Context: an optimization exercise on an open-source flow, tuned for small area. The choices shown serve that exercise and are no tape-out recipe. No functional check of the RTL was part of any run shown here. Power and IR drop assume default switching activity.

==> flow/design.v, too long to show whole: its modules and the start of the top module <==
// module p_fa: 4 lines
// module p_ha: 4 lines
// module p_nand2: 3 lines
// module p_nor2: 3 lines
// module p_or2: 3 lines
// module p_inv: 3 lines
// module p_xor2: 3 lines
// module p_xnor2: 3 lines
// module p_xor3: 3 lines
// module p_a222oi: 3 lines
// module magnitude_wrapper: 1022 lines
module magnitude_wrapper(
	input aclk,
	input aresetn,
	input s_i_data_valid,
	output reg s_o_data_ready,
	input [31:0] s_i_data,
	output reg m_o_data_valid,
	input m_i_data_ready,
	output [31:0] m_o_data
    );
  // ...
==> flow/flow/run.sh <==
#!/bin/bash
# Standard layout, but the port buffers are the smallest plain buffer and
# the clock tree uses smaller buffers without dummy loads.
set -euo pipefail
export BUFFER_PORTS_ARGS="-buffer_cell sky130_fd_sc_hd__buf_1"
export CTS_ARGS="-sink_clustering_enable -repair_clock_nets -dont_use_dummy_load -buf_list sky130_fd_sc_hd__clkbuf_8"
bash standard.sh finish > standard_flow.log 2>&1
==> flow/standard.sh <==
#!/bin/bash
# synth_recipe.tcl (not shown) runs the flow's synth.tcl, then flattens the netlist and writes it again
# the make line also repeats each setting of config.mk as NAME=value (left out here)
make -C /OpenROAD-flow-scripts/flow DESIGN_CONFIG=/design/flow/config.mk WORK_HOME=/design/flow/orfs CLKGATE_MAP_FILE= SYNTH_SCRIPT=/design/flow/synth_recipe.tcl "${@:-finish}"
==> flow/config.mk <==
export PLATFORM = sky130hd
export DESIGN_NAME = magnitude_wrapper
export DESIGN_NICKNAME = magnitude_wrapper
export VERILOG_FILES = /design/flow/design.v
export SDC_FILE = /design/flow/constraint.sdc
export NUM_CORES = 4
export LEC_CHECK = 0
export CAP_MARGIN = 20
export CORE_MARGIN = 2
export CORE_UTILIZATION = 40
export SLEW_MARGIN = 20
export SYNTH_HIERARCHICAL = 1
export SYNTH_MINIMUM_KEEP_SIZE = 0
==> flow/constraint.sdc <==
create_clock -name core_clock -period 10.0 [get_ports {aclk}]
set_input_delay 2.0000 -clock core_clock [delete_from_list [all_inputs] [get_ports {aclk}]]
set_output_delay 2.0000 -clock core_clock [all_outputs]
set_load 0.01 [all_outputs]
==> impl_metrics.py, run 1 <==
metrics = {
    "layout": {
        "non_clock_buffer_count": 104,
        "final_nets": 872,
        "multi_input_area_um2": 4450,
        "design.seq.count": 107,
    },
    "setup_path": {
        "path_common_cell": "fa_1",
        "worstPathBufferInverterCount": 2,
        "r2r_end": "cq[31]$_DFF_P_",
        "critical_path_class": "input pin to flip-flop",
        "cp-start-kind": "input pin",
        "reg2reg_depth": 22,
    },
    "yosys": {
        "synth.top_cells.by_count": "135 x fa_1, 108 x nand2_1, 90 x dfxtp_1",
        "synth_area_um2": 7050,
    },
    "cts": {
        "cts_hold_buf": 0,
        "ctsResizeCount": 0,
    },
    "global_routing": {
        "busiest_layer": "met2",
        "track_usage_pct": 18.8,
    },
    "pwr": {
        "leakagePower_uw": 0.00292,
        "combPwrFrac_pct": 69.6,
    },
    "die": {
        "fp.coreArea_um2": 17200,
        "nWellTaps": 225,
        "rows": 48,
    },
    "sta": {
        "timing.fmax_mhz": 105,
        "maxSlewHeadroom_pct": 38.9,
    },
    "outcome": {
        "status": "finished clean",
    },
    "min_path": {
        "whs_endpoint": "ack$_DFF_P_",
    },
    "route": {
        "wl_met2_mm": 7.57,
    },
}
==> run 2: changes to the inputs <==
--- a/flow/config.mk
+++ b/flow/config.mk
@@ -7,7 +7,7 @@
 export LEC_CHECK = 0
 export CAP_MARGIN = 20
 export CORE_MARGIN = 2
-export CORE_UTILIZATION = 40
+export CORE_UTILIZATION = 65
 export SLEW_MARGIN = 20
 export SYNTH_HIERARCHICAL = 1
 export SYNTH_MINIMUM_KEEP_SIZE = 0
==> run 2 against run 1 <==
Against the previous run:
- still clean
- wire length down 1.4%
- clock power about the same
- register-to-register slack worse by 0.33 ns
- first-iteration DRC count up 59%
- maximum frequency down 2.1%
- clock skew down 0.013 ns
- final cell count down 9.9%
- non-clock buffer count down 4
- critical path type unchanged
- critical endpoint unchanged
- largest power group unchanged
- highest routed layer unchanged
==> impl_metrics.py, run 2 <==
metrics = {
    "yosys": {
        "synth_edf_count": 17,
        "synth_top_area_cell": "fa_1",
        "synth.avg_cell_area_um2": 12.2,
        "synth_fa_ha_area_share_pct": 41.7,
        "synth_area_um2": 7050,
        "muxShareOfSynthArea_pct": 0,
        "async_flop_share_pct": 0,
        "ys_warn_count": 7,
        "yosys_register_bits": 107,
        "synth.top_cells.by_count": "135 x fa_1, 108 x nand2_1, 90 x dfxtp_1",
        "synth_cell_types": 18,
        "synthXorXnorAreaFrac_pct": 2.36,
        "synthCells": 579,
        "ys.flop_type": "dfxtp_1",
        "synth_most_common_cell": "fa_1",
        "syn_nets": 769,
        "seq_area_frac_synth_pct": 32.8,
        "synth_top_family_by_area": "adder cells",
        "synthSimpleGateAreaFrac_pct": 11.8,
        "synth_area_leaders": "fa_1 38%, dfxtp_1 26%, edfxtp_1 7.2%",
        "synth_compound_area_share_pct": 7.24,
        "synth_top_area_share_pct": 38.3,
    },
    "cts": {
        "cts_setup_buffers": 0,
        "clk_latency_ns": 0.40,
        "cts_max_path_buffers": 2,
        "htree_levels": 3,
        "cts_tree": "built",
        "cts_buffers": 9,
        "ctsResizeCount": 0,
        "cts.sinks": 107,
        "cts_hold_buf": 0,
        "cts_root_buf": "clkbuf_8",
        "clk_pin_slew_worst_paths_ns": 0.12,
    },
    "min_path": {
        "hold_class": "flip-flop to flip-flop",
        "whs_endpoint": "ack$_DFF_P_",
        "min_from": "start$_DFF_P_",
        "hold_depth": 0,
    },
    "layout": {
        "n_antenna_cell": 0,
        "drive_above_1_share_pct": 6.95,
        "reg_top3": "cq: 32 flops, pn: 32 flops",
        "final_common_cell": "fa_1",
        "final_nets": 868,
        "final_cell_mix": "135 x fa_1, 108 x nand2_1, 90 x dfxtp_1, 69 x buf_1, 52 x inv_1",
        "syn_to_final_growth_pct": 10.1,
        "final_util_pct": 72.6,
    },
    "global_routing": {
        "grt_max_degree": 36,
        "grt_pass1_wl_mm": 25.6,
        "gr-total-overflow": 0,
        "grt_pass1_vias": 5237,
        "track_usage_pct": 29.3,
        "antenna_found_initial": 0,
    },
    "setup_path": {
        "reg2reg_slack_ns": 1.01,
        "reg2reg_depth": 22,
        "startpoint": "s_i_data[1]",
        "critical_path_class": "input pin to flip-flop",
        "cp-start-kind": "input pin",
        "r2r_start": "f2$_DFF_P_",
        "crit_arrival_ns": 9.96,
        "critPathRequiredTime_ns": 10.28,
        "r2r_end": "cq[19]$_DFF_P_",
        "crit_path_end_kind": "flip-flop",
        "worstPathMaxFanout": 3,
    },
    "sta": {
        "setup_viol": 0,
        "post-route-period-util_pct": 96.8,
        "setup_tns_ns": 0,
        "period_minus_slack_ns": 9.68,
        "finClkSkew_ns": 0.0357,
        "maxSlewHeadroom_pct": 30.5,
        "final-max-slew-violation-count": 0,
        "finalHoldViolations": 0,
        "worst_pin_slew_ns": 1.04,
        "timing.fmax_mhz": 103,
        "fin_hold_ws_ns": 0.398,
        "rsz0062_at_grt": "false",
    },
    "die": {
        "fp.coreArea_um2": 10700,
        "rows": 38,
        "die_area_um2": 11700,
        "io_pins": 70,
        "die_y_um": 108,
        "die_x_um": 108,
        "start_util_pct": 65.9,
    },
    "place": {
        "port_buffers": 69,
        "place.gp.congestion": 0.955,
        "dp_hpwl_mm": 11.9,
    },
    "route": {
        "wire_per_inst_um": 18.9,
        "ant_nets": 0,
        "drtPass1Iterations": 7,
        "vias": 4772,
        "drc_errors": 0,
        "drt-total-wl_mm": 15.5,
        "vias_per_cell": 5.85,
        "drtIter0Drc": 569,
    },
    "pwr": {
        "leakagePower_uw": 0.00290,
        "powerDensity_nw_per_um2": 394,
        "vdd.ir_drop.worst_mv": 0.292,
    },
    "outcome": {
        "status": "finished clean",
    },
    "run": {
        "drv_cap": 0,
    },
}
run 2: cell types whose count changed in the layout (fill, tap and decap cells not counted), sizes merged:
cell,previous run,this run
buf,104,100
diode,1,0
run 2: layer usage:
metal	share of wire (%)	up-vias	wire, um	global-route usage, %
met2	50	176	7740	47.9
met3	6.8	28	1050	6.99
met1	41	2455	6290	39.0
met4	2.5	0	380	9.80
li1	-	2113	-	-
met5	0	-	0	0
run 2: per-stage QoR:
| step | power [uW] | instance area [um2] | setup slack [ns] | std cells |
|---|---|---|---|---|
| 2_1_floorplan | 2310 | 7050 | 0.181 | 579 |
| 3_3_place_gp | 2770 | 7640 | 0.212 | 807 |
| 3_5_place_dp | 2840 | 7640 | 0.00562 | 807 |
| 4_1_cts | 3070 | 7760 | 0.386 | 816 |
| 5_1_grt | 3400 | 7760 | 0.0835 | 816 |
| 6_report | 3060 | 7760 | 0.315 | 816 |
run 2: worst max-delay path by stage:
stage               slack (ns)        endpoint  depth (start not counted)
detailed placement       0.006  cq[19]$_DFF_P_                         22
global placement          0.21  cq[19]$_DFF_P_                         22
floorplan                 0.18  cq[31]$_DFF_P_                         20
finish                    0.32  cq[19]$_DFF_P_                         22
global route              0.08  cq[19]$_DFF_P_                         22
CTS                       0.39  cq[19]$_DFF_P_                         22
run 2: per-module statistics from Yosys (local to each module, per instance):
module	cells inside	cell area (um2)	flip-flops and latches	copies in the design
magnitude_wrapper	136	2490	107	1
p_a222oi	1	10.0	0	50
p_fa	1	20.0	0	135
p_ha	1	12.5	0	19
p_inv	1	3.75	0	50
p_nand2	1	3.75	0	105
p_nor2	1	3.75	0	15
p_or2	1	6.26	0	50
p_xnor2	1	8.76	0	16
p_xor2	1	8.76	0	3
run 2: worst max-delay path, stage by stage:
cell,delay [ns]
buf_1,0.08
a222oi_1,0.85
inv_1,0.13
nand2_1,0.13
fa_1,0.44
fa_1,0.43
fa_1,0.41
fa_1,0.39
fa_1,0.39
fa_1,0.41
fa_1,0.40
fa_1,0.41
fa_1,0.41
or2_1,0.27
or2_1,0.25
or2_1,0.27
or2_1,0.26
fa_1,0.39
fa_1,0.44
fa_1,0.41
fa_1,0.48
a222oi_1,0.31
run 2: kinds of logic after synthesis:
logic type / after synthesis
xor+xnor: 19
simple gates: 182
compound gates: 52
fa+ha+maj: 154
buf+inv: 65
flops: 107
run 2: final cells by class:
| type | instances | area [um2] |
|---|---|---|
| tap | 140 | 175 |
| sequential | 107 | 2310 |
| fill | 799 | 2940 |
| inverter | 53 | 199 |
| multi-input combinational | 407 | 4460 |
| timing repair buffer | 100 | 492 |
| clock buffer | 9 | 124 |
run 2: power by group:
part	internal, uW	switching (uW)
Clock	81.2	133
Combinational	985	1140
Sequential	639	76.2
Total	1700	1350
==> run 3: changes to the inputs <==
--- a/flow/config.mk
+++ b/flow/config.mk
@@ -7,7 +7,8 @@
 export LEC_CHECK = 0
 export CAP_MARGIN = 20
 export CORE_MARGIN = 2
-export CORE_UTILIZATION = 65
+export CORE_UTILIZATION = 40
+export GPL_TIMING_DRIVEN = 0
 export SLEW_MARGIN = 20
 export SYNTH_HIERARCHICAL = 1
 export SYNTH_MINIMUM_KEEP_SIZE = 0
==> run 3 against run 2 <==
Against the previous run:
- critical path depth stayed put
- global-route usage is 11 points lower
- design area is 2.2% higher
- non-clock buffer count is 3 higher
- combinational power is 2% lower
- sequential power is 0.6% lower
- largest cell class unchanged
- largest power group unchanged
==> impl_metrics.py, run 3 <==
metrics = {
    "global_routing": {
        "track_usage_pct": 18.5,
        "antenna_found_initial": 0,
        "grt_pass1_vias": 5150,
        "gr-total-overflow": 0,
        "grt_pass1_wl_mm": 26.5,
        "grt_max_degree": 37,
    },
    "setup_path": {
        "worstPathMaxFanout": 14,
        "cp-start-kind": "input pin",
        "worstPathBufferInverterCount": 3,
        "r2r_end": "cq[19]$_DFF_P_",
        "r2r_start": "ack$_DFF_P_",
        "cpMaxStageDelayCell": "a222oi_1",
        "reg2reg_slack_ns": 0.80,
        "worstPathCellList": "buf_1, a222oi_1, inv_2, nand2_1, fa_1, fa_1, fa_1, fa_1, fa_1, fa_1, fa_1, fa_1, fa_1, fa_1, fa_1, fa_1, fa_1, fa_1, fa_1, xor2_1, inv_1, a222oi_1",
        "crit_path_end_kind": "flip-flop",
        "crit_family": "adder cells",
        "path_common_cell": "fa_1",
        "crit_arrival_ns": 10.06,
        "max_stage_delay_ns": 0.80,
        "critical_path_class": "input pin to flip-flop",
        "reg2reg_depth": 23,
        "critPathRequiredTime_ns": 10.30,
    },
    "route": {
        "drt-total-wl_mm": 15.2,
        "drtPass1Iterations": 7,
        "vias": 4733,
        "vias_per_cell": 5.24,
        "drtIter0Drc": 387,
        "wire_per_inst_um": 16.8,
        "ant_nets": 0,
        "drc_errors": 0,
    },
    "yosys": {
        "synth.top_cells.by_count": "135 x fa_1, 108 x nand2_1, 90 x dfxtp_1",
        "ys.flop_type": "dfxtp_1",
        "synth_top_area_cell": "fa_1",
        "ys_warn_count": 7,
        "synth_edf_count": 17,
        "syn_nets": 769,
        "synth_area_um2": 7050,
        "seq_area_frac_synth_pct": 32.8,
        "synth_cell_types": 18,
        "synthCells": 579,
        "synth_most_common_cell": "fa_1",
        "yosys_register_bits": 107,
        "synth_top_area_share_pct": 38.3,
        "synth_area_leaders": "fa_1 38%, dfxtp_1 26%, edfxtp_1 7.2%",
        "async_flop_share_pct": 0,
        "synth.avg_cell_area_um2": 12.2,
    },
    "min_path": {
        "whs_endpoint": "ack$_DFF_P_",
        "min_from": "start$_DFF_P_",
        "hold_class": "flip-flop to flip-flop",
        "hold_depth": 0,
    },
    "cts": {
        "cts.sinks": 107,
        "cts_max_path_buffers": 2,
        "cts_hold_buf": 0,
        "cts_tree": "built",
        "clk_latency_ns": 0.40,
        "cts_buffers": 9,
        "clk_pin_slew_worst_paths_ns": 0.10,
        "htree_levels": 3,
        "cts_root_buf": "clkbuf_8",
    },
    "sta": {
        "finalHoldViolations": 0,
        "maxSlewHeadroom_pct": 29.9,
        "rsz0062_at_grt": "true",
        "period_minus_slack_ns": 9.77,
        "setup_tns_ns": 0,
        "post-route-period-util_pct": 97.7,
        "worst_pin_slew_ns": 1.05,
        "timing.fmax_mhz": 102,
        "setup_viol": 0,
        "final-max-slew-violation-count": 0,
        "finClkSkew_ns": 0.0306,
    },
    "die": {
        "die_y_um": 137,
        "io_pins": 70,
        "start_util_pct": 40.9,
        "die_x_um": 137,
        "rows": 48,
        "die_area_um2": 18700,
        "fp.coreArea_um2": 17200,
    },
    "pwr": {
        "powerDensity_nw_per_um2": 379,
        "vdd.ir_drop.worst_mv": 0.189,
        "leakagePower_uw": 0.00292,
    },
    "outcome": {
        "status": "finished clean",
    },
    "layout": {
        "final_util_pct": 46.0,
        "n_antenna_cell": 0,
        "finalInstanceArea_um2": 7930,
        "reg_top3": "cq: 32 flops, pn: 32 flops",
        "final_nets": 871,
        "syn_to_final_growth_pct": 12.5,
        "final_common_cell": "fa_1",
        "drive_above_1_share_pct": 8.54,
        "final_cell_mix": "135 x fa_1, 108 x nand2_1, 90 x dfxtp_1, 69 x buf_1",
    },
    "place": {
        "dp_hpwl_mm": 11.4,
        "placed_area_um2": 7680,
        "port_buffers": 69,
        "place.gp.congestion": 0.798,
    },
    "run": {
        "drv_cap": 0,
    },
}
-- run 3: worst max-delay path by stage --
stage          depth (start not counted)             end  slack [ns]    startpoint
3_3_place_gp                          21  cq[31]$_DFF_P_       -0.91  s_i_data[15]
2_1_floorplan                         20  cq[31]$_DFF_P_        0.18  s_i_data[15]
6_report                              22  cq[31]$_DFF_P_        0.23   s_i_data[8]
4_1_cts                               22  cq[19]$_DFF_P_       0.003   s_i_data[2]
5_1_grt                               22  cq[19]$_DFF_P_      -0.007   s_i_data[1]
3_5_place_dp                          22  cq[31]$_DFF_P_       -0.68   s_i_data[6]
-- run 3: cell families (layout without fill, tap and decap cells) --
group                    after synthesis  after routing  share of synthesized area, %
AO/OA/AOI/OAI                         52             52                          7.24
XOR/XNOR                              19             19                          2.36
adder cells (fa/ha/maj)              154            154                          41.7
buffers and inverters                 65            165                          4.10
flip-flops                           107            107                          32.8
AND/OR/NAND/NOR                      182            182                          11.8
-- run 3: modules after synthesis, one instance, submodules excluded, a selection --
module	cells inside	flip-flops and latches	cell area, um2
p_xor2	1	0	8.76
magnitude_wrapper	136	107	2490
p_nand2	1	0	3.75
p_fa	1	0	20.0
p_ha	1	0	12.5
p_nor2	1	0	3.75
p_a222oi	1	0	10.0
p_xnor2	1	0	8.76
p_or2	1	0	6.26
-- run 3: power breakdown --
part	total, uW	internal (uW)	switching, uW
clock	215	81.1	134
combinational	2080	987	1100
sequential	711	638	73.1
total	3010	1710	1300
-- run 3: area by class of cell --
| class | instances | area (um2) |
|---|---|---|
| fillers | 1588 | 9310 |
| well taps | 225 | 282 |
| flip-flops and latches | 107 | 2310 |
| inverters | 53 | 199 |
| plain buffers | 12 | 90.1 |
| repair buffers | 91 | 457 |
| clock buffers | 9 | 124 |
| multi-input cells | 407 | 4470 |
-- run 3: timing repair --
action                                  in CTS  in global routing
endpoints found under the setup margin       3                  5
buffers inserted                             7                 10
resized for setup                            0                  7
pin swaps                                    4                  6
endpoints found under the hold margin        0                  0
-- run 3: worst reg2reg max path: cells and delay by family (launching register included) --
kind,cells,cell delay (ns)
AO/OA/AOI/OAI,2,0.77
adder cells (fa/ha/maj),14,5.64
buffers and inverters,1,0.33
flip-flops,1,0.39
AND/OR/NAND/NOR,6,1.96
-- run 3: per-layer routing --
layer / vias to the layer above / share of wire [%] / track usage, %
met5: - / 0 / 0
li1: 2118 / - / -
met3: 23 / 5.6 / 3.89
met2: 168 / 48 / 29.6
met1: 2424 / 45 / 25.2
met4: 0 / 1.9 / 6.02
-- run 3: per-stage QoR --
stage / hold slack [ns] / worst slack (ns) / cells / power [uW]
floorplan: 0.360 / 0.181 / 579 / 2310
global placement: 0.369 / -0.907 / 873 / 2740
detailed placement: 0.379 / -0.676 / 878 / 2810
CTS: 0.394 / 0.00339 / 894 / 3060
global route: 0.408 / -0.00712 / 904 / 3400
finish: 0.395 / 0.235 / 904 / 3010

## port drivers added, routing unchanged
The results above use ideal ports. As a check the final layouts listed here were re-extracted and re-timed, cells and wires unchanged.
Step 1 sets driving cells, clkbuf_16 on the clock port and buf_2 on the other inputs (assumed; they add their load-dependent delay and slew).
Step 2 also shifts input and output timing later by t, the mid clock arrival at the registers, as if the neighbouring blocks saw the same clock.
Slacks: ideal / step 1 / step 2; pairs: ideal / step 1.
run	shift t [ns]	setup slack, ns	latest minus earliest clock arrival (ns)	slew at the worst register clock pin (ns)	worst data-port slew with drivers (ns)
run 1	0.413	0.519 / 0.539 / 0.126	0.048 / 0.048	0.12 / 0.12	0.04
run 2	0.415	0.315 / 0.329 / -0.087	0.035 / 0.035	0.12 / 0.12	0.04
run 3	0.419	0.235 / 0.251 / -0.168	0.031 / 0.030	0.10 / 0.10	0.04
With both steps, setup timing fails in run 2 and run 3, where it was met with ideal ports. For run 3, which loses most, drivers alone change the setup slack by +0.016 ns; drivers and shift together by -0.403 ns.
